This design comes from an exercise in tuning for small area and a short achievable clock period on the open sky130 flow, not from production work.
Where RTL was checked, it was by simulation tests only, not by an equivalence proof against the original.
Power and IR drop assume default switching activity.

Setup of rev 12:
## entropy_encode_dc_coefficients
module entropy_encode_dc_coefficients #(parameter ADDER = 0) (
	input clk,
	input reset_n,
	input in_valid,
	input in_first,
	input [15:0] DcCoeff,
	output out_valid,
	output [31:0] codeword,
	output [5:0] codeword_length
);
Size in the first run: about 64 flip-flops, roughly 3900 um2 of cells after synthesis.
clock: 5.0 ns
lec_check: 0
abc_area: 1
cap_margin: 20
core_margin: 2
core_utilization: 65
cts_cluster_diameter: 200
cts_cluster_size: 50
setup_slack_margin: 2.5
slew_margin: 20
standard.sh (not shown) runs the stock make flow with config.mk's settings and CLKGATE_MAP_FILE= SYNTH_SCRIPT=/design/flow/synth_recipe.tcl, a recipe that flattens the netlist after the stock synthesis.
==> flow/flow/run.sh <==
#!/bin/bash
# The standard layout with two changes:
#  - the input and output ports are buffered with plain buffers instead of
#    the delay buffers buffer_ports picks by default;
#  - synthesis leaves adders to ABC instead of mapping them to full/half-adder
#    cells first (ADDER_MAP_FILE empty); registers are unchanged.
# make's full output goes to make.log in the work folder; ORFS keeps each
# tool's log under orfs/logs/.
set -euo pipefail
cd "$(dirname "$0")/.."
bash standard.sh "BUFFER_PORTS_ARGS=-buffer_cell sky130_fd_sc_hd__buf_2" "ADDER_MAP_FILE=" finish > make.log 2>&1
The inputs of rev 13 differ from those of rev 12 as listed below.
# rev 12
export LEC_CHECK = 0
export ABC_AREA = 1
export CAP_MARGIN = 20
export CORE_MARGIN = 2
export CORE_UTILIZATION = 65
export CTS_CLUSTER_DIAMETER = 200
export CTS_CLUSTER_SIZE = 50
export SETUP_SLACK_MARGIN = 2.5
export SLEW_MARGIN = 20
create_clock -name core_clock -period 5.0 [get_ports {clk}]
# rev 13
export LEC_CHECK = 0
export ABC_AREA = 1
export CAP_MARGIN = 20
export CORE_MARGIN = 2
export CORE_UTILIZATION = 65
export CTS_CLUSTER_DIAMETER = 200
export CTS_CLUSTER_SIZE = 50
export SETUP_SLACK_MARGIN = 2.7
export SLEW_MARGIN = 20
create_clock -name core_clock -period 5.0 [get_ports {clk}]
[summary]
Rev 13 closes out successfully: all stages finished, all timing, DRC and antenna checks passed. Compared rev 12 against rev 13; clock-pin transition on the worst setup and hold timing paths within noise. On rev 13: routed wire length is 3500 um lower than what rev 12 gave. Rev 13 against rev 12: slew at the pin closest to its max-slew limit saw little to no change, maximum frequency rose by 2.3%. Re utilization: rev 12 and rev 13 aren't equal, and the higher value belongs to rev 12. Diff rev 12 -> rev 13: power moved down, worst hold path stage count moved up.
No run of this note included a check of the RTL's function; only the layout flow was run.


Another version of the RTL of entropy_encode_dc_coefficients (not shown whole).
Size: roughly 490 cells after synthesis, ~82 flip-flops, about 59 I/O pins.
export LEC_CHECK = 0
export ABC_AREA = 1
export CAP_MARGIN = 20
export CORE_MARGIN = 2
export CORE_UTILIZATION = 65
export CTS_CLUSTER_DIAMETER = 200
export CTS_CLUSTER_SIZE = 50
export SETUP_SLACK_MARGIN = 2.85
export SLEW_MARGIN = 20
export TNS_END_PERCENT = 0
create_clock -name core_clock -period 5.0 [get_ports {clk}]
Scripts as last shown in full above: flow/flow/run.sh
==> next run, changes <==
- CORE_UTILIZATION: 65 -> 80
- TNS_END_PERCENT: 0 -> default
=> The changed run stopped in global routing (5_1_grt) on DPL-0038. Synthesized cell count does not change. Area after synthesis stays the same.
==> next run, changes <==
- CORE_UTILIZATION: 80 -> 65
- PLACE_DENSITY: default -> 0.8
What happened: This time the run passed the timing, DRC and antenna checks. Synthesized area stays the same. Synthesized cell count stays the same.


job 2886:
Another version of the RTL of entropy_encode_dc_coefficients (not shown whole).
For scale: about 690 cells after synthesis, about 82 flip-flops, ~59 I/O pins, about 4700 um2 of cells after synthesis.
Settings: LEC_CHECK=0, ABC_AREA=1, CAP_MARGIN=20, CORE_MARGIN=2, CORE_UTILIZATION=40, SLEW_MARGIN=20; clock period 5.0 ns.
run.sh (not shown) runs the stock make flow with config.mk's settings and CLKGATE_MAP_FILE= SYNTH_SCRIPT=/design/flow/synth_recipe.tcl, a recipe that flattens the netlist after the stock synthesis.
Stock flow here: none of the scripts above is used.
Input changes introduced in job 9538 (baseline for comparison: job 2886):
Settings: ABC_AREA no longer set, was 1.
Notes after the runs:
Relative to job 2886, the simple-gate area share of the yosys netlist of job 9538 is lower by 8.4 points.
Of the two values seen for start point of the critical path, m2[12] was produced by job 2886 and m2[6] by job 9538.
A cell type of the slowest stage on the worst timing path of fa_1 is what job 2886 shows, while a211oi_1 belongs to job 9538.
In the metrics for job 9538 and job 2886, the one carrying the lower via count is job 9538.
Job 9538 ends up with higher non-clock buffer count than job 2886 does.
Compared to job 2886, the router laid down more metal wire for job 9538.
## Diff of input files: job 2185 against job 9538
Settings: putting SETUP_SLACK_MARGIN at 2.5 where nothing was set; putting ABC_AREA at 1 where nothing was set.
[summary]
Taking job 9538 as 1.0, job 2185 lands at 1.08 on routed wire length. The clock-cell share of area was comparable across job 2185 and job 9538. Note that the gate count after technology mapping recorded for job 2185 amounts to 1.3 times the value seen in job 9538. In the metrics for job 2185 and job 9538, the one carrying the higher aggregate global-route resource usage is job 2185. Taking job 9538 as the reference, in job 2185 core utilization rose 5.0 points; layout overhead on the synthesized area increased by 12 points relative to the old numbers.
No functional check of the RTL was part of any run of this note.

[afterwards: timing with drivers on the ports]
In the flow no input, the clock included, has a driving cell. The finished layouts below were timed again as built, in two steps. Step 1 sets driving cells, clkbuf_16 on the clock port and buf_2 on the other inputs (assumed; they add their load-dependent delay and slew). Step 2, shift: input delay + t, output delay - t, t = (earliest + latest rising clock arrival at the registers) / 2. This alone moves slack from input paths to output paths. a / b / c = no drivers / after step 1 / after step 2; a / b = the first two.
| run | shift t [ns] | setup WS [ns] | cell pins on the clock port's net |
|---|---|---|---|
| rev 12 | 0.392 | 2.142 / 2.099 / 1.707 | 1 |
| rev 13 | 0.385 | 2.206 / 2.185 / 1.800 | 1 |
| the first run of note 2 | 0.376 | 3.018 / 3.018 / 2.817 | 1 |
| the third run of note 2 | 0.379 | 2.980 / 2.980 / 2.848 | 1 |
| job 2886 | 0.388 | 0.851 / 0.851 / 0.851 | 1 |
| job 9538 | 0.373 | 0.487 / 0.487 / 0.487 | 1 |
| job 2185 | 0.387 | 1.272 / 1.272 / 1.272 | 1 |
After both steps setup and hold are still met in every run listed. The setup slack of rev 12, which loses most, moves by -0.043 ns with the drivers and by -0.435 ns with both steps.
